Background: an optimization exercise with open tools, aiming at small area, a short achievable clock period and few clock cycles. Do not read the settings as production practice.
The RTL of this run was laid out without a check of its function.
Power figures rest on the tool's default switching activity, not on a simulated workload.

File: run.sh
#!/bin/bash
# synth_recipe.tcl (not shown) runs the flow's synth.tcl, then flattens the netlist and writes it again
# the make line also repeats each setting of config.mk as NAME=value (left out here)
make -C /OpenROAD-flow-scripts/flow DESIGN_CONFIG=/design/flow/config.mk WORK_HOME=/design/flow/orfs CLKGATE_MAP_FILE= SYNTH_SCRIPT=/design/flow/synth_recipe.tcl finish
File: constraint.sdc
create_clock -name core_clock -period 7.0 [get_ports {clk}]
set_input_delay 1.4000 -clock core_clock [delete_from_list [all_inputs] [get_ports {clk}]]
set_output_delay 1.4000 -clock core_clock [all_outputs]
set_load 0.01 [all_outputs]
File: config.mk
export PLATFORM = sky130hd
export DESIGN_NAME = stack_machine
export DESIGN_NICKNAME = stack_machine
export VERILOG_FILES = /design/flow/design.v
export SDC_FILE = /design/flow/constraint.sdc
export NUM_CORES = 4
export LEC_CHECK = 0
export CAP_MARGIN = 20
export CORE_MARGIN = 2
export CORE_UTILIZATION = 40
export SETUP_SLACK_MARGIN = 2.0
export SLEW_MARGIN = 20
File: design.v
module stack_machine_mulchunk (
    input  [18:0] x,
    input  [10:0] b,
    input  [18:0] acc,
    input         first,
    input         s,
    input         n4next,
    output [28:0] msum
);
wire [19:0] xe = {x[18], x};
wire neg0 = b[2];
wire one0 = b[1] ^ b[0];
wire two0 = (b[2] & ~b[1] & ~b[0]) | (~b[2] & b[1] & b[0]);
wire w0_0 = ((one0 & xe[0]) | (two0 & 1'b0)) ^ neg0;
wire w0_1 = ((one0 & xe[1]) | (two0 & xe[0])) ^ neg0;
wire w0_2 = ((one0 & xe[2]) | (two0 & xe[1])) ^ neg0;
wire w0_3 = ((one0 & xe[3]) | (two0 & xe[2])) ^ neg0;
wire w0_4 = ((one0 & xe[4]) | (two0 & xe[3])) ^ neg0;
wire w0_5 = ((one0 & xe[5]) | (two0 & xe[4])) ^ neg0;
wire w0_6 = ((one0 & xe[6]) | (two0 & xe[5])) ^ neg0;
wire w0_7 = ((one0 & xe[7]) | (two0 & xe[6])) ^ neg0;
wire w0_8 = ((one0 & xe[8]) | (two0 & xe[7])) ^ neg0;
wire w0_9 = ((one0 & xe[9]) | (two0 & xe[8])) ^ neg0;
wire w0_10 = ((one0 & xe[10]) | (two0 & xe[9])) ^ neg0;
wire w0_11 = ((one0 & xe[11]) | (two0 & xe[10])) ^ neg0;
wire w0_12 = ((one0 & xe[12]) | (two0 & xe[11])) ^ neg0;
wire w0_13 = ((one0 & xe[13]) | (two0 & xe[12])) ^ neg0;
wire w0_14 = ((one0 & xe[14]) | (two0 & xe[13])) ^ neg0;
wire w0_15 = ((one0 & xe[15]) | (two0 & xe[14])) ^ neg0;
wire w0_16 = ((one0 & xe[16]) | (two0 & xe[15])) ^ neg0;
wire w0_17 = ((one0 & xe[17]) | (two0 & xe[16])) ^ neg0;
wire w0_18 = ((one0 & xe[18]) | (two0 & xe[17])) ^ neg0;
wire w0_19 = ((one0 & xe[19]) | (two0 & xe[18])) ^ neg0;
wire neg1 = b[4];
wire one1 = b[3] ^ b[2];
wire two1 = (b[4] & ~b[3] & ~b[2]) | (~b[4] & b[3] & b[2]);
wire w1_0 = ((one1 & xe[0]) | (two1 & 1'b0)) ^ neg1;
wire w1_1 = ((one1 & xe[1]) | (two1 & xe[0])) ^ neg1;
wire w1_2 = ((one1 & xe[2]) | (two1 & xe[1])) ^ neg1;
wire w1_3 = ((one1 & xe[3]) | (two1 & xe[2])) ^ neg1;
wire w1_4 = ((one1 & xe[4]) | (two1 & xe[3])) ^ neg1;
wire w1_5 = ((one1 & xe[5]) | (two1 & xe[4])) ^ neg1;
wire w1_6 = ((one1 & xe[6]) | (two1 & xe[5])) ^ neg1;
wire w1_7 = ((one1 & xe[7]) | (two1 & xe[6])) ^ neg1;
wire w1_8 = ((one1 & xe[8]) | (two1 & xe[7])) ^ neg1;
wire w1_9 = ((one1 & xe[9]) | (two1 & xe[8])) ^ neg1;
wire w1_10 = ((one1 & xe[10]) | (two1 & xe[9])) ^ neg1;
wire w1_11 = ((one1 & xe[11]) | (two1 & xe[10])) ^ neg1;
wire w1_12 = ((one1 & xe[12]) | (two1 & xe[11])) ^ neg1;
wire w1_13 = ((one1 & xe[13]) | (two1 & xe[12])) ^ neg1;
wire w1_14 = ((one1 & xe[14]) | (two1 & xe[13])) ^ neg1;
wire w1_15 = ((one1 & xe[15]) | (two1 & xe[14])) ^ neg1;
wire w1_16 = ((one1 & xe[16]) | (two1 & xe[15])) ^ neg1;
wire w1_17 = ((one1 & xe[17]) | (two1 & xe[16])) ^ neg1;
wire w1_18 = ((one1 & xe[18]) | (two1 & xe[17])) ^ neg1;
wire w1_19 = ((one1 & xe[19]) | (two1 & xe[18])) ^ neg1;
wire neg2 = b[6];
wire one2 = b[5] ^ b[4];
wire two2 = (b[6] & ~b[5] & ~b[4]) | (~b[6] & b[5] & b[4]);
wire w2_0 = ((one2 & xe[0]) | (two2 & 1'b0)) ^ neg2;
wire w2_1 = ((one2 & xe[1]) | (two2 & xe[0])) ^ neg2;
wire w2_2 = ((one2 & xe[2]) | (two2 & xe[1])) ^ neg2;
wire w2_3 = ((one2 & xe[3]) | (two2 & xe[2])) ^ neg2;
wire w2_4 = ((one2 & xe[4]) | (two2 & xe[3])) ^ neg2;
wire w2_5 = ((one2 & xe[5]) | (two2 & xe[4])) ^ neg2;
wire w2_6 = ((one2 & xe[6]) | (two2 & xe[5])) ^ neg2;
wire w2_7 = ((one2 & xe[7]) | (two2 & xe[6])) ^ neg2;
wire w2_8 = ((one2 & xe[8]) | (two2 & xe[7])) ^ neg2;
wire w2_9 = ((one2 & xe[9]) | (two2 & xe[8])) ^ neg2;
wire w2_10 = ((one2 & xe[10]) | (two2 & xe[9])) ^ neg2;
wire w2_11 = ((one2 & xe[11]) | (two2 & xe[10])) ^ neg2;
wire w2_12 = ((one2 & xe[12]) | (two2 & xe[11])) ^ neg2;
wire w2_13 = ((one2 & xe[13]) | (two2 & xe[12])) ^ neg2;
wire w2_14 = ((one2 & xe[14]) | (two2 & xe[13])) ^ neg2;
wire w2_15 = ((one2 & xe[15]) | (two2 & xe[14])) ^ neg2;
wire w2_16 = ((one2 & xe[16]) | (two2 & xe[15])) ^ neg2;
wire w2_17 = ((one2 & xe[17]) | (two2 & xe[16])) ^ neg2;
wire w2_18 = ((one2 & xe[18]) | (two2 & xe[17])) ^ neg2;
wire w2_19 = ((one2 & xe[19]) | (two2 & xe[18])) ^ neg2;
wire neg3 = b[8];
wire one3 = b[7] ^ b[6];
wire two3 = (b[8] & ~b[7] & ~b[6]) | (~b[8] & b[7] & b[6]);
wire w3_0 = ((one3 & xe[0]) | (two3 & 1'b0)) ^ neg3;
wire w3_1 = ((one3 & xe[1]) | (two3 & xe[0])) ^ neg3;
wire w3_2 = ((one3 & xe[2]) | (two3 & xe[1])) ^ neg3;
wire w3_3 = ((one3 & xe[3]) | (two3 & xe[2])) ^ neg3;
wire w3_4 = ((one3 & xe[4]) | (two3 & xe[3])) ^ neg3;
wire w3_5 = ((one3 & xe[5]) | (two3 & xe[4])) ^ neg3;
wire w3_6 = ((one3 & xe[6]) | (two3 & xe[5])) ^ neg3;
wire w3_7 = ((one3 & xe[7]) | (two3 & xe[6])) ^ neg3;
wire w3_8 = ((one3 & xe[8]) | (two3 & xe[7])) ^ neg3;
wire w3_9 = ((one3 & xe[9]) | (two3 & xe[8])) ^ neg3;
wire w3_10 = ((one3 & xe[10]) | (two3 & xe[9])) ^ neg3;
wire w3_11 = ((one3 & xe[11]) | (two3 & xe[10])) ^ neg3;
wire w3_12 = ((one3 & xe[12]) | (two3 & xe[11])) ^ neg3;
wire w3_13 = ((one3 & xe[13]) | (two3 & xe[12])) ^ neg3;
wire w3_14 = ((one3 & xe[14]) | (two3 & xe[13])) ^ neg3;
wire w3_15 = ((one3 & xe[15]) | (two3 & xe[14])) ^ neg3;
wire w3_16 = ((one3 & xe[16]) | (two3 & xe[15])) ^ neg3;
wire w3_17 = ((one3 & xe[17]) | (two3 & xe[16])) ^ neg3;
wire w3_18 = ((one3 & xe[18]) | (two3 & xe[17])) ^ neg3;
wire w3_19 = ((one3 & xe[19]) | (two3 & xe[18])) ^ neg3;
wire neg4 = b[10];
wire one4 = b[9] ^ b[8];
wire two4 = (b[10] & ~b[9] & ~b[8]) | (~b[10] & b[9] & b[8]);
wire w4_0 = ((one4 & xe[0]) | (two4 & 1'b0)) ^ neg4;
wire w4_1 = ((one4 & xe[1]) | (two4 & xe[0])) ^ neg4;
wire w4_2 = ((one4 & xe[2]) | (two4 & xe[1])) ^ neg4;
wire w4_3 = ((one4 & xe[3]) | (two4 & xe[2])) ^ neg4;
wire w4_4 = ((one4 & xe[4]) | (two4 & xe[3])) ^ neg4;
wire w4_5 = ((one4 & xe[5]) | (two4 & xe[4])) ^ neg4;
wire w4_6 = ((one4 & xe[6]) | (two4 & xe[5])) ^ neg4;
wire w4_7 = ((one4 & xe[7]) | (two4 & xe[6])) ^ neg4;
wire w4_8 = ((one4 & xe[8]) | (two4 & xe[7])) ^ neg4;
wire w4_9 = ((one4 & xe[9]) | (two4 & xe[8])) ^ neg4;
wire w4_10 = ((one4 & xe[10]) | (two4 & xe[9])) ^ neg4;
wire w4_11 = ((one4 & xe[11]) | (two4 & xe[10])) ^ neg4;
wire w4_12 = ((one4 & xe[12]) | (two4 & xe[11])) ^ neg4;
wire w4_13 = ((one4 & xe[13]) | (two4 & xe[12])) ^ neg4;
wire w4_14 = ((one4 & xe[14]) | (two4 & xe[13])) ^ neg4;
wire w4_15 = ((one4 & xe[15]) | (two4 & xe[14])) ^ neg4;
wire w4_16 = ((one4 & xe[16]) | (two4 & xe[15])) ^ neg4;
wire w4_17 = ((one4 & xe[17]) | (two4 & xe[16])) ^ neg4;
wire w4_18 = ((one4 & xe[18]) | (two4 & xe[17])) ^ neg4;
wire w4_19 = ((one4 & xe[19]) | (two4 & xe[18])) ^ neg4;
wire [28:0] kc = 29'd358088704;
wire [7:0] rnd = 8'd128 - {7'd0, s};
wire [28:0] arow = {kc[28], kc[27], kc[26], kc[25], kc[24], kc[23], kc[22], kc[21], kc[20], (first ? kc[19] : ~acc[18]), (first ? n4next : acc[18]), (~first & acc[17]), (~first & acc[16]), (~first & acc[15]), (~first & acc[14]), (~first & acc[13]), (~first & acc[12]), (~first & acc[11]), (~first & acc[10]), (~first & acc[9]), (first ? b[10] : acc[8]), (first ? rnd[7] : acc[7]), (first ? rnd[6] : acc[6]), (first ? rnd[5] : acc[5]), (first ? rnd[4] : acc[4]), (first ? rnd[3] : acc[3]), (first ? rnd[2] : acc[2]), (first ? rnd[1] : acc[1]), (first ? rnd[0] : acc[0])};
wire t1 = w0_4 ^ w1_2;
wire t2 = w0_4 & w1_2;
wire t3 = w0_5 ^ w1_3;
wire t4 = w0_5 & w1_3;
wire t5 = w0_6 ^ w1_4 ^ w2_2;
wire t6 = (w0_6 & w1_4) | (w0_6 & w2_2) | (w1_4 & w2_2);
wire t7 = w3_0 ^ neg3;
wire t8 = w3_0 & neg3;
wire t9 = w0_7 ^ w1_5 ^ w2_3;
wire t10 = (w0_7 & w1_5) | (w0_7 & w2_3) | (w1_5 & w2_3);
wire t11 = w3_1 ^ arow[7];
wire t12 = w3_1 & arow[7];
wire t13 = w0_8 ^ w1_6 ^ w2_4;
wire t14 = (w0_8 & w1_6) | (w0_8 & w2_4) | (w1_6 & w2_4);
wire t15 = w3_2 ^ w4_0 ^ arow[8];
wire t16 = (w3_2 & w4_0) | (w3_2 & arow[8]) | (w4_0 & arow[8]);
wire t17 = w0_9 ^ w1_7 ^ w2_5;
wire t18 = (w0_9 & w1_7) | (w0_9 & w2_5) | (w1_7 & w2_5);
wire t19 = w3_3 ^ w4_1 ^ arow[9];
wire t20 = (w3_3 & w4_1) | (w3_3 & arow[9]) | (w4_1 & arow[9]);
wire t21 = w0_10 ^ w1_8 ^ w2_6;
wire t22 = (w0_10 & w1_8) | (w0_10 & w2_6) | (w1_8 & w2_6);
wire t23 = w3_4 ^ w4_2 ^ arow[10];
wire t24 = (w3_4 & w4_2) | (w3_4 & arow[10]) | (w4_2 & arow[10]);
wire t25 = w0_11 ^ w1_9 ^ w2_7;
wire t26 = (w0_11 & w1_9) | (w0_11 & w2_7) | (w1_9 & w2_7);
wire t27 = w3_5 ^ w4_3 ^ arow[11];
wire t28 = (w3_5 & w4_3) | (w3_5 & arow[11]) | (w4_3 & arow[11]);
wire t29 = w0_12 ^ w1_10 ^ w2_8;
wire t30 = (w0_12 & w1_10) | (w0_12 & w2_8) | (w1_10 & w2_8);
wire t31 = w3_6 ^ w4_4 ^ arow[12];
wire t32 = (w3_6 & w4_4) | (w3_6 & arow[12]) | (w4_4 & arow[12]);
wire t33 = w0_13 ^ w1_11 ^ w2_9;
wire t34 = (w0_13 & w1_11) | (w0_13 & w2_9) | (w1_11 & w2_9);
wire t35 = w3_7 ^ w4_5 ^ arow[13];
wire t36 = (w3_7 & w4_5) | (w3_7 & arow[13]) | (w4_5 & arow[13]);
wire t37 = w0_14 ^ w1_12 ^ w2_10;
wire t38 = (w0_14 & w1_12) | (w0_14 & w2_10) | (w1_12 & w2_10);
wire t39 = w3_8 ^ w4_6 ^ arow[14];
wire t40 = (w3_8 & w4_6) | (w3_8 & arow[14]) | (w4_6 & arow[14]);
wire t41 = w0_15 ^ w1_13 ^ w2_11;
wire t42 = (w0_15 & w1_13) | (w0_15 & w2_11) | (w1_13 & w2_11);
wire t43 = w3_9 ^ w4_7 ^ arow[15];
wire t44 = (w3_9 & w4_7) | (w3_9 & arow[15]) | (w4_7 & arow[15]);
wire t45 = w0_16 ^ w1_14 ^ w2_12;
wire t46 = (w0_16 & w1_14) | (w0_16 & w2_12) | (w1_14 & w2_12);
wire t47 = w3_10 ^ w4_8 ^ arow[16];
wire t48 = (w3_10 & w4_8) | (w3_10 & arow[16]) | (w4_8 & arow[16]);
wire t49 = w0_17 ^ w1_15 ^ w2_13;
wire t50 = (w0_17 & w1_15) | (w0_17 & w2_13) | (w1_15 & w2_13);
wire t51 = w3_11 ^ w4_9 ^ arow[17];
wire t52 = (w3_11 & w4_9) | (w3_11 & arow[17]) | (w4_9 & arow[17]);
wire t53 = w0_18 ^ w1_16 ^ w2_14;
wire t54 = (w0_18 & w1_16) | (w0_18 & w2_14) | (w1_16 & w2_14);
wire t55 = w3_12 ^ w4_10 ^ arow[18];
wire t56 = (w3_12 & w4_10) | (w3_12 & arow[18]) | (w4_10 & arow[18]);
wire t57 = ~w0_19 ^ w1_17 ^ w2_15;
wire t58 = (~w0_19 & w1_17) | (~w0_19 & w2_15) | (w1_17 & w2_15);
wire t59 = w3_13 ^ w4_11 ^ arow[19];
wire t60 = (w3_13 & w4_11) | (w3_13 & arow[19]) | (w4_11 & arow[19]);
wire t61 = w1_18 ^ w2_16 ^ w3_14;
wire t62 = (w1_18 & w2_16) | (w1_18 & w3_14) | (w2_16 & w3_14);
wire t63 = w4_12 ^ arow[20];
wire t64 = w4_12 & arow[20];
wire t65 = ~w1_19 ^ w2_17 ^ w3_15;
wire t66 = (~w1_19 & w2_17) | (~w1_19 & w3_15) | (w2_17 & w3_15);
wire t67 = w4_13 ^ arow[21];
wire t68 = w4_13 & arow[21];
wire t69 = w2_18 ^ w3_16 ^ w4_14;
wire t70 = (w2_18 & w3_16) | (w2_18 & w4_14) | (w3_16 & w4_14);
wire t71 = ~w2_19 ^ w3_17;
wire t72 = ~w2_19 & w3_17;
wire t73 = w0_2 ^ w1_0;
wire t74 = w0_2 & w1_0;
wire t75 = w0_3 ^ w1_1;
wire t76 = w0_3 & w1_1;
wire t77 = w2_0 ^ neg2 ^ arow[4];
wire t78 = (w2_0 & neg2) | (w2_0 & arow[4]) | (neg2 & arow[4]);
wire t79 = w2_1 ^ arow[5] ^ t2;
wire t80 = (w2_1 & arow[5]) | (w2_1 & t2) | (arow[5] & t2);
wire t81 = arow[6] ^ t4 ^ t5;
wire t82 = (arow[6] & t4) | (arow[6] & t5) | (t4 & t5);
wire t83 = t6 ^ t8 ^ t9;
wire t84 = (t6 & t8) | (t6 & t9) | (t8 & t9);
wire t85 = t10 ^ t12 ^ t13;
wire t86 = (t10 & t12) | (t10 & t13) | (t12 & t13);
wire t87 = t14 ^ t16 ^ t17;
wire t88 = (t14 & t16) | (t14 & t17) | (t16 & t17);
wire t89 = t18 ^ t20 ^ t21;
wire t90 = (t18 & t20) | (t18 & t21) | (t20 & t21);
wire t91 = t22 ^ t24 ^ t25;
wire t92 = (t22 & t24) | (t22 & t25) | (t24 & t25);
wire t93 = t26 ^ t28 ^ t29;
wire t94 = (t26 & t28) | (t26 & t29) | (t28 & t29);
wire t95 = t30 ^ t32 ^ t33;
wire t96 = (t30 & t32) | (t30 & t33) | (t32 & t33);
wire t97 = t34 ^ t36 ^ t37;
wire t98 = (t34 & t36) | (t34 & t37) | (t36 & t37);
wire t99 = t38 ^ t40 ^ t41;
wire t100 = (t38 & t40) | (t38 & t41) | (t40 & t41);
wire t101 = t42 ^ t44 ^ t45;
wire t102 = (t42 & t44) | (t42 & t45) | (t44 & t45);
wire t103 = t46 ^ t48 ^ t49;
wire t104 = (t46 & t48) | (t46 & t49) | (t48 & t49);
wire t105 = t50 ^ t52 ^ t53;
wire t106 = (t50 & t52) | (t50 & t53) | (t52 & t53);
wire t107 = t54 ^ t56 ^ t57;
wire t108 = (t54 & t56) | (t54 & t57) | (t56 & t57);
wire t109 = t58 ^ t60 ^ t61;
wire t110 = (t58 & t60) | (t58 & t61) | (t60 & t61);
wire t111 = t62 ^ t64 ^ t65;
wire t112 = (t62 & t64) | (t62 & t65) | (t64 & t65);
wire t113 = arow[22] ^ t66 ^ t68;
wire t114 = (arow[22] & t66) | (arow[22] & t68) | (t66 & t68);
wire t115 = w4_15 ^ arow[23] ^ t70;
wire t116 = (w4_15 & arow[23]) | (w4_15 & t70) | (arow[23] & t70);
wire t117 = w3_18 ^ w4_16 ^ arow[24];
wire t118 = (w3_18 & w4_16) | (w3_18 & arow[24]) | (w4_16 & arow[24]);
wire t119 = ~w3_19 ^ w4_17;
wire t120 = ~w3_19 & w4_17;
wire t121 = w0_0 ^ neg0;
wire t122 = w0_0 & neg0;
wire t123 = w0_1 ^ arow[1];
wire t124 = w0_1 & arow[1];
wire t125 = neg1 ^ arow[2] ^ t73;
wire t126 = (neg1 & arow[2]) | (neg1 & t73) | (arow[2] & t73);
wire t127 = arow[3] ^ t74 ^ t75;
wire t128 = (arow[3] & t74) | (arow[3] & t75) | (t74 & t75);
wire t129 = t1 ^ t76 ^ t77;
wire t130 = (t1 & t76) | (t1 & t77) | (t76 & t77);
wire t131 = t3 ^ t78 ^ t79;
wire t132 = (t3 & t78) | (t3 & t79) | (t78 & t79);
wire t133 = t7 ^ t80 ^ t81;
wire t134 = (t7 & t80) | (t7 & t81) | (t80 & t81);
wire t135 = t11 ^ t82 ^ t83;
wire t136 = (t11 & t82) | (t11 & t83) | (t82 & t83);
wire t137 = t15 ^ t84 ^ t85;
wire t138 = (t15 & t84) | (t15 & t85) | (t84 & t85);
wire t139 = t19 ^ t86 ^ t87;
wire t140 = (t19 & t86) | (t19 & t87) | (t86 & t87);
wire t141 = t23 ^ t88 ^ t89;
wire t142 = (t23 & t88) | (t23 & t89) | (t88 & t89);
wire t143 = t27 ^ t90 ^ t91;
wire t144 = (t27 & t90) | (t27 & t91) | (t90 & t91);
wire t145 = t31 ^ t92 ^ t93;
wire t146 = (t31 & t92) | (t31 & t93) | (t92 & t93);
wire t147 = t35 ^ t94 ^ t95;
wire t148 = (t35 & t94) | (t35 & t95) | (t94 & t95);
wire t149 = t39 ^ t96 ^ t97;
wire t150 = (t39 & t96) | (t39 & t97) | (t96 & t97);
wire t151 = t43 ^ t98 ^ t99;
wire t152 = (t43 & t98) | (t43 & t99) | (t98 & t99);
wire t153 = t47 ^ t100 ^ t101;
wire t154 = (t47 & t100) | (t47 & t101) | (t100 & t101);
wire t155 = t51 ^ t102 ^ t103;
wire t156 = (t51 & t102) | (t51 & t103) | (t102 & t103);
wire t157 = t55 ^ t104 ^ t105;
wire t158 = (t55 & t104) | (t55 & t105) | (t104 & t105);
wire t159 = t59 ^ t106 ^ t107;
wire t160 = (t59 & t106) | (t59 & t107) | (t106 & t107);
wire t161 = t63 ^ t108 ^ t109;
wire t162 = (t63 & t108) | (t63 & t109) | (t108 & t109);
wire t163 = t67 ^ t110 ^ t111;
wire t164 = (t67 & t110) | (t67 & t111) | (t110 & t111);
wire t165 = t69 ^ t112 ^ t113;
wire t166 = (t69 & t112) | (t69 & t113) | (t112 & t113);
wire t167 = t71 ^ t114 ^ t115;
wire t168 = (t71 & t114) | (t71 & t115) | (t114 & t115);
wire t169 = t72 ^ t116 ^ t117;
wire t170 = (t72 & t116) | (t72 & t117) | (t116 & t117);
wire t171 = arow[25] ^ t118 ^ t119;
wire t172 = (arow[25] & t118) | (arow[25] & t119) | (t118 & t119);
wire t173 = w4_18 ^ arow[26] ^ t120;
wire t174 = (w4_18 & arow[26]) | (w4_18 & t120) | (arow[26] & t120);
wire t175 = ~w4_19 ^ arow[27];
wire t176 = ~w4_19 & arow[27];
wire [28:0] ra = {arow[28], t174, t172, t170, t168, t166, t164, t162, t160, t158, t156, t154, t152, t150, t148, t146, t144, t142, t140, t138, t136, t134, t132, t130, t128, t126, t124, t122, arow[0]};
wire [28:0] rb = {t176, t175, t173, t171, t169, t167, t165, t163, t161, t159, t157, t155, t153, t151, t149, t147, t145, t143, t141, t139, t137, t135, t133, t131, t129, t127, t125, t123, t121};
assign msum = ra + rb;
endmodule
module stack_machine (
    clk,
    rst,
    start,
    ready,
    x_input,
    y_output,
    skip_pixel,
    output_queue_index,
    output_queue_get,
    output_queue_length,
    output_queue_data_out,
    output_queue_ready
);
input clk;
input rst;
input      start;
output     ready;
input      [9:0] x_input;
output reg [8:0] y_output;
output reg       skip_pixel;
output reg [5:0]  output_queue_index;
output reg        output_queue_get;
input      [6:0]  output_queue_length;
input      [19:0] output_queue_data_out;
input             output_queue_ready;
localparam NS = 10;               
localparam [18:0] VMAX = 19'h3ffff;
localparam [18:0] VMIN = 19'h40000;
localparam [3:0] ST_IDLE  = 4'd0,
                 ST_RUN   = 4'd1,
                 ST_FIN   = 4'd2,
                 ST_SINIT = 4'd3,
                 ST_TSCAN = 4'd4,
                 ST_ROOTS = 4'd5,
                 ST_DN    = 4'd6,
                 ST_FS1   = 4'd7,
                 ST_FS2   = 4'd8,
                 ST_UPB   = 4'd9,
                 ST_UPS   = 4'd10,
                 ST_FS3   = 4'd11,
                 ST_SWAP  = 4'd12,
                 ST_OPX   = 4'd13,
                 ST_OPW   = 4'd14,
                 ST_ROOT  = 4'd15;
localparam [1:0] U_MUL = 2'd0, U_POW = 2'd1, U_DIV = 2'd2;
reg  [3:0]  state;
reg         rdy;
reg  [9:0]  xr;
reg  [18:0] S [0:NS-1];
reg  [3:0]  dp;                   
reg  [6:0]  c;                    
reg         pend;                 
reg         rv;                   
reg         u_busy;
reg  [1:0]  u_kind;
reg  [3:0]  u_cnt;
reg         u_wb;                 
reg  [10:0] pw;                   
reg  [18:0] acc;                  
reg  [1:0]  ml;                   
reg  [9:0]  mh;                   
reg         dsign;
reg         dovf;
reg  [6:0]  cnt;
reg  [6:0]  q;
reg  [6:0]  sq;
reg  [6:0]  sr;
wire [18:0] S0 = S[0];
wire [18:0] S1 = S[1];
assign ready = rdy;
wire [6:0]  xm  = {1'b0, xr[9:6], 2'b0} + {1'b0, xr[5:0]};
reg  [4:0]  xmq;
reg  [2:0]  xb;
integer xi;
always @(*) begin
    xmq = 5'd0;
    xb  = 3'd0;
    for (xi = 0; xi < 128; xi = xi + 1)
        if (xm == xi[6:0]) begin
            xmq = 5'(xi / 5);
            xb  = 3'(xi % 5);
        end
end
wire [7:0]  xa  = {2'b0, xr[9:6], 2'b0} + {1'b0, xr[9:6], 3'b0} + {3'd0, xmq};
wire [3:0]  xt  = {xb, xr < 10'd320};
reg  [5:0]  xlo;
always @(*) begin
    case (xt)
        4'b0000: xlo = 6'd0;   4'b0001: xlo = 6'd0;
        4'b0010: xlo = 6'd12;  4'b0011: xlo = 6'd13;
        4'b0100: xlo = 6'd25;  4'b0101: xlo = 6'd26;
        4'b0110: xlo = 6'd38;  4'b0111: xlo = 6'd39;
        4'b1000: xlo = 6'd51;  4'b1001: xlo = 6'd52;
        default: xlo = 6'd0;
    endcase
end
wire [12:0] xhi = {5'd0, xa} - 13'd64;
reg  [18:0] X;
reg         xfix;
wire [19:0] qd     = output_queue_data_out;
wire        it_op  = qd[19] & (qd[2:0] != 3'd6);
wire [2:0]  opc    = qd[2:0];
wire [18:0] pv     = qd[19] ? X : qd[18:0];
wire [19:0] sum   = {S1[18], S1} + {S0[18], S0};
wire [19:0] dif   = {S1[18], S1} - {S0[18], S0};
wire [18:0] r_add = (sum[19] != sum[18]) ? (sum[19] ? VMIN : VMAX) : sum[18:0];
wire [18:0] r_sub = (dif[19] != dif[18]) ? (dif[19] ? VMIN : VMAX) : dif[18:0];
wire [19:0] ye    = {S1[18], S1};
wire [10:0] mb    = u_cnt[0] ? {ye[19:10], ye[9]} : {ye[9:0], 1'b0};
wire [28:0] msum;
stack_machine_mulchunk mulchunk (
    .x     (S0),
    .b     (mb),
    .acc   (acc),
    .first (~u_cnt[0]),
    .s     (S0[18] ^ S1[18]),
    .n4next(S1[18]),
    .msum  (msum)
);
wire        m_hi  = ~mh[9] & ({mh[8:0], acc[18:16]} != 12'd0);
wire        m_lo  =  mh[9] & ({mh[8:0], acc[18:16]} != 12'hfff);
wire [18:0] r_mul = m_hi ? VMAX : m_lo ? VMIN : {acc[16:0], ml};
wire [18:0] aS0 = S0[18] ? -S0 : S0;
wire [18:0] aS1 = S1[18] ? -S1 : S1;
wire [18:0] rem = acc;
wire [19:0] d1  = {rem, S1[18]} - {1'b0, S0};
wire        q1  = ~d1[19];
wire [19:0] d2a = {d1[18:0], S1[17]} - {1'b0, S0};
wire [19:0] d2b = {rem[17:0], S1[18], S1[17]} - {1'b0, S0};
wire        q2  = q1 ? ~d2a[19] : ~d2b[19];
wire [18:0] r2  = q1 ? (~d2a[19] ? d2a[18:0] : {d1[17:0], S1[17]}) :
                       (~d2b[19] ? d2b[18:0] : {rem[16:0], S1[18], S1[17]});
wire [18:0] r_div = dovf ? (dsign ? VMIN : VMAX) : (dsign ? -{1'b0, S1[17:0]} : {1'b0, S1[17:0]});
wire        [18:0] s0v = (dp == 4'd0) ? 19'd0 : S0;
wire signed [24:0] sx  = {{6{s0v[18]}}, s0v};
wire signed [24:0] yr  = 25'sd61440 + {17'd0, s0v[7:0]} - (sx <<< 4) - (sx <<< 2);
wire               yskip = yr[24] | (yr >= 25'sd123136);
wire [6:0] L = output_queue_length;
localparam [3:0] MV_HOLD = 0, MV_PUSH = 1, MV_POP = 2, MV_DRAIN = 3, MV_SWAP = 4,
                 MV_SET0 = 5, MV_COPY = 6, MV_DIVA = 7, MV_DIVS = 8, MV_XFIX = 9,
                 MV_PP = 10;      
reg  [3:0]  mv;
reg  [18:0] res;
reg  [3:0]  state_n;
reg         get_n;
reg  [6:0]  f_n;
reg  [6:0]  f;                    
reg         pend_n;
reg         u_busy_n;
reg         ex;                   
reg         ex_done;              
reg         exo;                  
reg         wbnext;               
reg         ustart;               
reg  [1:0]  ustart_kind;
reg         skip_set;
reg         slow;
reg         s0sm;                 
wire        dz = u_busy & (u_kind == U_DIV) & ~u_wb & (u_cnt == 4'd0) & (S0 == 19'd0);
always @(*) begin
    slow = (state != ST_RUN);
    ex   = ((state == ST_RUN) & pend & ~u_busy) |
           ((state == ST_DN) & rv & ~it_op) | ((state == ST_OPX) & rv);
    mv          = MV_HOLD;
    res         = r_add;
    ustart      = 1'b0;
    ustart_kind = U_MUL;
    ex_done     = 1'b0;
    skip_set    = 1'b0;
    state_n     = state;
    exo    = 1'b0;
    wbnext = u_busy & ~u_wb &
             ((u_kind == U_DIV) ? (u_cnt == 4'd8) : (u_cnt[0] & ~(u_kind == U_POW && pw > 11'd2)));
    if (u_busy) begin
        if (u_wb) begin
            if (u_kind == U_DIV) begin
                mv  = MV_POP;
                res = r_div;
            end else if (u_kind == U_POW && pw[10:1] == 10'd0) begin
                res = pw[0] ? S0 : 19'd256;
                mv  = MV_POP;
            end else begin
                res = r_mul;
                mv  = (u_kind == U_POW && pw != 11'd2) ? MV_SET0 : MV_POP;
            end
        end else if (u_kind == U_DIV) begin
            mv = MV_DIVS;
            if (dz) begin
                skip_set = 1'b1;
                state_n  = ST_IDLE;
            end
        end
    end
    if ((state == ST_RUN) && pend && u_busy && u_wb && mv == MV_POP && !it_op) begin
        exo = 1'b1;
        mv  = MV_PP;
    end
    if (ex) begin
        if (!it_op) begin
            if (!slow && dp == NS) begin
                state_n = ST_SINIT;
            end else begin
                mv = MV_PUSH;
                ex_done = 1'b1;
            end
        end else if (dp < 4'd2) begin
            state_n = ST_FIN;
        end else begin
            case (opc)
                3'd0: begin mv = MV_POP; res = r_add; ex_done = 1'b1; end
                3'd1: begin mv = MV_POP; res = r_sub; ex_done = 1'b1; end
                3'd2: begin ustart = 1'b1; ustart_kind = U_MUL; end
                3'd3: begin
                    mv = MV_DIVA;
                    ustart = 1'b1; ustart_kind = U_DIV;
                end
                3'd4: begin
                    if (s0sm) begin
                        if (S0[8]) mv = MV_DRAIN;
                        else begin mv = MV_POP; res = 19'd256; end
                        ex_done = 1'b1;
                    end else begin
                        mv = MV_COPY;
                        ustart = 1'b1; ustart_kind = U_POW;
                    end
                end
                default: begin mv = MV_POP; res = r_sub; ex_done = 1'b1; end
            endcase
        end
    end
    if (xfix && mv != MV_PUSH) mv = MV_XFIX;
    if (state == ST_FIN && dp > 4'd1) mv = MV_DRAIN;
    if (state == ST_SWAP) mv = MV_SWAP;
    if (state == ST_ROOT && sq != 7'd0) mv = MV_DRAIN;
end
always @(*) begin
    if (ustart) u_busy_n = 1'b1;
    else if (dz) u_busy_n = 1'b0;
    else if (u_busy && u_wb && !(u_kind == U_POW && pw > 11'd2)) u_busy_n = 1'b0;
    else u_busy_n = u_busy;
end
integer k;
always @(posedge clk) begin
    case (mv)
        MV_PUSH: begin
            S[0] <= pv;
            S[1] <= xfix ? X : S0;
            for (k = 2; k < NS; k = k + 1) S[k] <= S[k-1];
        end
        MV_XFIX: S[0] <= X;
        MV_POP: begin
            S[0] <= res;
            for (k = 1; k < NS - 1; k = k + 1) S[k] <= S[k+1];
        end
        MV_DRAIN: begin
            for (k = 0; k < NS - 1; k = k + 1) S[k] <= S[k+1];
        end
        MV_SWAP: begin
            S[0] <= S1;
            S[1] <= S0;
        end
        MV_SET0: S[0] <= res;
        MV_PP: begin
            S[0] <= pv;
            S[1] <= res;
        end
        MV_COPY: S[0] <= S1;
        MV_DIVA: begin
            S[0] <= aS0;
            S[1] <= {aS1[9:0], 9'd0};
        end
        MV_DIVS: S[1] <= {S1[16:0], q1, q2};
        default: ;
    endcase
    case (mv)
        MV_PUSH, MV_PP:    s0sm <= ~qd[19] & (qd[18:9] == 10'd0);
        MV_HOLD, MV_DIVS:  s0sm <= s0sm;
        default:           s0sm <= 1'b0;
    endcase
    case (mv)
        MV_PUSH:           dp <= dp + 4'd1;
        MV_POP, MV_DRAIN:  dp <= dp - 4'd1;
        default: ;
    endcase
    u_busy <= u_busy_n;
    if (ustart) begin
        u_kind <= ustart_kind;
        u_cnt  <= 4'd0;
        u_wb   <= 1'b0;
        if (ustart_kind == U_MUL) begin
            acc   <= msum[28:10];
            ml    <= msum[9:8];
            u_cnt <= 4'd1;
        end
        if (ustart_kind == U_POW) begin
            pw   <= S0[18:8];
            u_wb <= (S0[18:9] == 10'd0);
        end
        if (ustart_kind == U_DIV) begin
            acc   <= {10'd0, aS1[18:10]};
            dsign <= S0[18] ^ S1[18];
        end
    end else if (u_busy) begin
        if (u_wb) begin
            u_wb  <= 1'b0;
            u_cnt <= 4'd0;
            if (u_kind == U_POW) pw <= pw - 11'd1;
        end else if (u_kind == U_DIV) begin
            if (u_cnt == 4'd0) dovf <= (rem >= S0);
            acc   <= r2;
            u_cnt <= dz ? 4'd0 : u_cnt + 4'd1;
            if (u_cnt == 4'd8) u_wb <= 1'b1;
        end else if (!u_cnt[0]) begin
            acc   <= msum[28:10];
            ml    <= msum[9:8];
            u_cnt <= 4'd1;
        end else begin
            acc   <= msum[18:0];
            mh    <= msum[28:19];
            u_wb  <= 1'b1;
        end
    end
    X <= {xhi, xlo};
    xfix <= (state == ST_RUN) && ex && !it_op && qd[19] && c == 7'd0;
    if (skip_set) skip_pixel <= 1'b1;
    if (state == ST_FIN && dp <= 4'd1 && !xfix) begin
        skip_pixel <= yskip;
        y_output   <= yr[16:8];
    end
    if (state == ST_IDLE || state == ST_SINIT) dp <= 4'd0;
    if (rst) begin
        xfix   <= 1'b0;
        u_busy <= 1'b0;
        u_wb   <= 1'b0;
        u_cnt  <= 4'd0;
        dp     <= 4'd0;
    end
end
always @(posedge clk) begin
    rv   <= output_queue_get;
    rdy  <= 1'b0;
    output_queue_get <= 1'b0;
    case (state)
        ST_IDLE: begin
            rdy <= 1'b1;
            output_queue_get   <= 1'b1;
            output_queue_index <= 6'd0;
            f <= 7'd0;
            if (start) begin
                xr   <= x_input;
                c    <= 7'd0;
                pend <= 1'b1;
                rdy  <= 1'b0;
                if (L == 7'd0) begin
                    state <= ST_FIN;
                    output_queue_get <= 1'b0;
                end else begin
                    state <= ST_RUN;
                    f <= 7'd1;
                    output_queue_index <= 6'd1;
                    output_queue_get   <= (L > 7'd1);
                end
            end
        end
        ST_RUN: begin
            begin : run_blk
                reg p_n;
                reg [6:0] fn;
                reg [6:0] cn;
                p_n = output_queue_get | (pend & ~ex & ~exo);
                fn  = f + {6'd0, output_queue_get};
                cn  = c + {6'd0, ex | exo};
                pend <= p_n;
                f    <= fn;
                c    <= cn;
                output_queue_index <= fn[5:0];
                output_queue_get   <= (fn < L) & (~p_n | ~u_busy_n |
                                      (~output_queue_get & pend & ~ex & ~it_op & wbnext));
                if (state_n != ST_RUN) begin
                    state <= state_n;
                    output_queue_get <= 1'b0;
                    if (state_n == ST_IDLE) begin
                        rdy <= 1'b1;
                        output_queue_get   <= 1'b1;
                        output_queue_index <= 6'd0;
                        f <= 7'd0;
                    end
                end else if ((ex_done && cn == L) ||
                             (u_busy && !u_busy_n && cn == L)) begin
                    state <= ST_FIN;
                    output_queue_get <= 1'b0;
                end
            end
        end
        ST_FIN: begin
            if (dp <= 4'd1 && !xfix) begin
                state <= ST_IDLE;
                rdy   <= 1'b1;
                output_queue_get   <= 1'b1;
                output_queue_index <= 6'd0;
                f <= 7'd0;
            end
        end
        ST_SINIT: begin
            f  <= 7'd0;
            cnt <= 7'd0;
            if (L == 7'd0) begin
                c <= 7'd0;
                state <= ST_ROOTS;
            end else begin
                output_queue_get   <= 1'b1;
                output_queue_index <= 6'd0;
                state <= ST_TSCAN;
            end
        end
        ST_TSCAN: if (rv) begin
            if (it_op && cnt < 7'd2) begin
                c <= f;
                state <= ST_ROOTS;
            end else begin
                cnt <= it_op ? cnt - 7'd1 : cnt + 7'd1;
                f  <= f + 7'd1;
                if (f + 7'd1 == L) begin
                    c <= L;
                    state <= ST_ROOTS;
                end else begin
                    output_queue_get   <= 1'b1;
                    output_queue_index <= 6'(f + 7'd1);
                end
            end
        end
        ST_ROOTS: begin
            if (c == 7'd0) state <= ST_FIN;
            else begin
                q <= c - 7'd1;
                output_queue_get   <= 1'b1;
                output_queue_index <= 6'(c - 7'd1);
                state <= ST_DN;
            end
        end
        ST_DN: if (rv) begin
            if (!it_op) begin
                sq <= q;
                state <= ST_UPB;
            end else begin
                f  <= q - 7'd1;
                cnt <= 7'd1;
                output_queue_get   <= 1'b1;
                output_queue_index <= 6'(q - 7'd1);
                state <= ST_FS1;
            end
        end
        ST_FS1, ST_FS2, ST_FS3: if (rv) begin
            begin : fs_blk
                reg [6:0] cn;
                cn = it_op ? cnt + 7'd1 : cnt - 7'd1;
                if (cn != 7'd0) begin
                    cnt <= cn;
                    f  <= f - 7'd1;
                    output_queue_get   <= 1'b1;
                    output_queue_index <= 6'(f - 7'd1);
                end else if (state == ST_FS1) begin
                    sr  <= f;
                    f  <= f - 7'd1;
                    cnt <= 7'd1;
                    output_queue_get   <= 1'b1;
                    output_queue_index <= 6'(f - 7'd1);
                    state <= ST_FS2;
                end else if (state == ST_FS2) begin
                    if ((sr - f) >= (q - sr)) begin
                        q <= sr - 7'd1;
                        output_queue_index <= 6'(sr - 7'd1);
                    end else begin
                        q <= q - 7'd1;
                        output_queue_index <= 6'(q - 7'd1);
                    end
                    output_queue_get <= 1'b1;
                    state <= ST_DN;
                end else begin
                    if ((q - sq + 7'd1) > (sq - f)) begin
                        q <= sq - 7'd1;
                        output_queue_index <= 6'(sq - 7'd1);
                        state <= ST_DN;
                    end else begin
                        q  <= sr;
                        sq <= f;
                        output_queue_index <= 6'(sr);
                        state <= ST_OPX;
                    end
                    output_queue_get <= 1'b1;
                end
            end
        end
        ST_UPB: begin
            if (q + 7'd1 == c) state <= ST_ROOT;
            else begin
                f  <= q + 7'd1;
                cnt <= 7'd0;
                output_queue_get   <= 1'b1;
                output_queue_index <= 6'(q + 7'd1);
                state <= ST_UPS;
            end
        end
        ST_UPS: if (rv) begin
            if (it_op && cnt == 7'd0) begin
                sr  <= f;
                f  <= sq - 7'd1;
                cnt <= 7'd1;
                output_queue_get   <= 1'b1;
                output_queue_index <= 6'(sq - 7'd1);
                state <= ST_FS3;
            end else if (it_op && cnt == 7'd1) begin
                sr <= f;
                if ((q - sq + 7'd1) >= (f - 7'd1 - q)) begin
                    q <= f - 7'd1;
                    output_queue_get   <= 1'b1;
                    output_queue_index <= 6'(f - 7'd1);
                    state <= ST_DN;
                end else begin
                    q <= f;
                    state <= ST_SWAP;
                end
            end else begin
                cnt <= it_op ? cnt - 7'd1 : cnt + 7'd1;
                f  <= f + 7'd1;
                if (f + 7'd1 == c) state <= ST_ROOT;
                else begin
                    output_queue_get   <= 1'b1;
                    output_queue_index <= 6'(f + 7'd1);
                end
            end
        end
        ST_SWAP: begin
            output_queue_get   <= 1'b1;
            output_queue_index <= 6'(q);
            state <= ST_OPX;
        end
        ST_OPX: if (rv) begin
            if (state_n == ST_IDLE) begin
                state <= ST_IDLE;
                rdy   <= 1'b1;
                output_queue_get   <= 1'b1;
                output_queue_index <= 6'd0;
                f <= 7'd0;
            end else if (ustart) state <= ST_OPW;
            else state <= ST_UPB;
        end
        ST_OPW: begin
            if (dz) begin
                state <= ST_IDLE;
                rdy   <= 1'b1;
                output_queue_get   <= 1'b1;
                output_queue_index <= 6'd0;
                f <= 7'd0;
            end else if (!u_busy_n) state <= ST_UPB;
        end
        ST_ROOT: begin
            if (sq == 7'd0) state <= ST_FIN;
            else begin
                q <= sq - 7'd1;
                output_queue_get   <= 1'b1;
                output_queue_index <= 6'(sq - 7'd1);
                state <= ST_DN;
            end
        end
        default: state <= ST_IDLE;
    endcase
    if (rst) begin
        state <= ST_IDLE;
        rdy   <= 1'b1;
        output_queue_get <= 1'b1;
        pend  <= 1'b0;
        f     <= 7'd0;
        output_queue_index <= 6'd0;
    end
end
endmodule
==> results_dict.tcl <==
set metrics [dict create \
    outcome "complete, no violations" \
    drt_first_pass_iters 9 \
    fp.dieW_um 311.3 \
    nets 4941 \
    numCtsBuffers 41 \
    port_buffers 57 \
    worst_setup_path_start_kind "register" \
    drc 0 \
    synthTopCellsByCount "377 x nor2_1, 308 x nand2_1, 295 x a21oi_1, 295 x ha_1, 294 x inv_1" \
    rsz0062_at_grt "true" \
    relSlewSlack_pct 12.31 \
    grt-ovfl-total 0 \
    fmax_mhz 169.8 \
    clk_pin_slew_ns 0.07 \
    synth_area_leaders "edfxtp_1 23%, ha_1 9.8%, xnor2_1 4.9%" \
    nFillCells 9038 \
    area_growth_pct 16.18 \
    vias 36570 \
    fin_skew_ns 0.07349 \
    grt.busiest_layer "met2" \
    synth_nets 4881 \
    vdd_drop_max_mv 0.7483 \
    max_slew.worst_pin.slew_ns 1.307 \
    critPathRequiredTime_ns 7.29 \
    clk_latency_ns 0.62 \
    ys_seq_elements 339 \
    routedWlPerCell_um 24.96 \
    met1_usage_pct 38.97 \
    synth-edff-count 292 \
    fin_tns_setup_ns 0 \
    slowest_delay_ns 0.55 \
    rr_worst_depth 25 \
    hold_depth 0 \
    synth_cell_type_count 97 \
    p_leak_nw 16.92 \
    core_area_sq_mm 0.09347 \
    cts_tree "built" \
    antenna_found_initial 1 \
    grt_util_met2_pct 44.02 \
    finalSetupViolCount 0 \
    grt_pass1_wl_um 215800 \
    crit_buf_inv 6 \
    synth_most_common_cell "nor2_1" \
    critPathMaxFanout 4 \
    timing.reg2reg.setup_slack_ns 1.11 \
    slowest_stage "fa_1" \
    cts_root_buffer "clkbuf_16" \
    ctsHtreeMaxLevel 2 \
    synth.largest_area_cell "edfxtp_1" \
    p_per_area_mw_per_mm2 526.7 \
    cp-end-kind "register" \
    avgSynthCellArea_sq_um 8.475 \
    setup.worst_path.start "u_cnt[0]$_SDFFE_PP0N_" \
    finalHoldViolations 0 \
    drv_slew 0 \
    critPathTopFamily "compound AO/OA/AOI/OAI gates" \
    num_rows 112 \
    first_iter_violations 4324 \
    min_period_over_period_pct 84.13 \
    grt_start_max_net_pins 107 \
    clkSinkCount 339 \
    grt_pass1_vias 34490 \
    path_class "reg2reg" \
    wl_um 144900 \
    cts_buffer_depth 3 \
    fin_crit_ns 5.889 \
    dieArea_sq_mm 0.09690 \
    synth_cells 4457 \
    hold_path.class "reg2reg" \
    path_depth 25 \
    crit_arrival_ns 6.18 \
    drive_above_1_share_pct 16.24 \
    netlist_area_sq_mm 0.03777 \
    viasPerCell 6.300 \
    netlist.area_leader.share_pct 23.21 \
    die-height_um 311.3 \
    cts-hold-fix-buffers 0 \
    rr_startpoint "u_cnt[0]$_SDFFE_PP0N_" \
    yosys_warnings 2 \
    num_io_pins 59 \
    grt_usage_pct 28.61 \
    min_from "S[8][4]$_DFFE_PP_" \
    antenna_left 0 \
    initial_utilization_pct 40.41 \
    final_core_util_pct 46.95 \
    synthArstFlopShare_pct 0 \
    yosysSeqAreaShare_pct 25.70 \
    grtUsageMet3_pct 5.025 \
    ys.flop_type "edfxtp_1" \
    dp.final_hpwl_um 104400 \
    place_congestion 0.9812 \
    cap_violations 0 \
]
==> report_power, final <==
part	switching [W]	internal [W]	total, W
sequential	0.000426	0.00293	0.00336
combinational	0.00980	0.00755	0.0173
clock	0.000956	0.00145	0.00241
==> layout by cell type (no fill, tap or decap), drive strengths merged, types with 96 or more instances in the layout <==
cell,n
inv,292
ha,295
a21oi,295
a211oi,121
mux2,150
nand2,308
edfxtp,292
xnor2,211
nor2,379
buf,264
nor3,96
o21ai,305
a22oi,98
==> kinds of logic after synthesis <==
logic type | after synthesis | synth area share (%)
AO/OA/AOI/OAI | 1418 | 25.11
AND/OR/NAND/NOR | 1162 | 14.56
buffers and inverters | 617 | 6.297
adder cells (fa/ha/maj) | 384 | 14.46
flip-flops | 339 | 25.70
XOR/XNOR | 303 | 7.135
multiplexers | 234 | 6.731
==> cell type report <==
class / instances / area, sq um / area share [%]
multi-input cells: 3506 / 27000 / 61.52
diodes: 1 / 2.502 / 0.005702
well taps: 1254 / 1569 / 3.575
repair buffers: 322 / 2915 / 6.643
clock inverters: 22 / 405.4 / 0.9237
clock buffers: 54 / 1095 / 2.495
flip-flops and latches: 339 / 9713 / 22.13
inverters: 307 / 1187 / 2.706
==> sequential cells by signal (all words and copies together), names as in the netlist, 2 cells and up <==
signal / flops
S: 190
xr: 10
u_kind: 2
pw: 11
sr: 7
q: 7
mh: 10
u_cnt: 4
output_queue_index: 6
X: 15
sq: 7
f: 7
dp: 4
state: 4
c: 7
cnt: 7
y_output: 9
ml: 2
acc: 19
==> through the flow <==
step                      std cells  setup WS (ns)  hold WS, ns  power, W  cell area, sq um
final                          5805          1.111       0.4313   0.02312             43890
after global routing           5804         0.9322       0.4483   0.02460             43880
after CTS                      5757          1.194       0.4352   0.02096             42840
after detailed placement       5612         0.5711       0.4298   0.01692             40170
after global placement         5612         0.6385       0.4224   0.01682             40170
after floorplan                4457          1.554       0.4064   0.01300             38190
==> metal layers <==
metal | up-vias | share of wire [%]
met3 | 411 | 9.8
met2 | 2002 | 44
met1 | 17520 | 41
li1 | 16630 | -
met5 | - | 0.0069
met4 | 2 | 5.5
==> final timing paths <==
check,end
setup / recovery,acc[17]$_DFFE_PP_
setup reg to reg,acc[17]$_DFFE_PP_
hold / removal,S[9][4]$_DFFE_PP_
hold reg to reg,S[9][4]$_DFFE_PP_
==> worst reg2reg max path: stages (launching register included) <==
cell and delay, ns:
dfxtp_4 0.39, buf_12 0.14, mux2i_4 0.33, inv_2 0.12, xnor2_4 0.17, and2_2 0.25, a22oi_1 0.18, o21ai_2 0.09
fa_1 0.51, inv_1 0.06, fa_1 0.55, inv_1 0.06, fa_1 0.48, inv_1 0.06, ha_4 0.17, a21o_1 0.18
buf_6 0.12, a2111oi_4 0.34, or2_4 0.20, a21boi_4 0.06, a311oi_4 0.30, a21oi_2 0.14, a31oi_1 0.19, xnor2_1 0.12
a22oi_1 0.21, o211ai_1 0.12
==> timing repair <==
item | CTS | global route
hold endpoints to repair | 0 | 0
setup endpoints to repair | 158 | 310
pin swaps | 77 | 91
resized for setup | 150 | 145
buffers inserted | 65 | 45
cloned | 4 | 2

re-timing with driven ports:
In the flow no input, the clock included, has a driving cell. The finished layout below was timed again as built, in two steps.
Step 1: set_driving_cell puts a clkbuf_16 on clk and a buf_2 on each other input, an assumption about the parent block.
Step 2 moves the port delays by t, midway between the first and last clock arrival at a register: inputs arrive t later, outputs are due t later. That takes back most of the time a late clock gives input paths.
Slacks: no drivers / after step 1 / after step 2; pairs: no drivers / after step 1.
t (ns): 0.658
slack for setup (ns): 1.111 / 1.111 / 1.111
worst setup path after step 2: register to register
worst register clock-pin slew, ns: 0.07 / 0.07
After both steps setup and hold are still met in this run. The setup slack of this run moves by 0.000 ns with the drivers and by 0.000 ns with both steps.
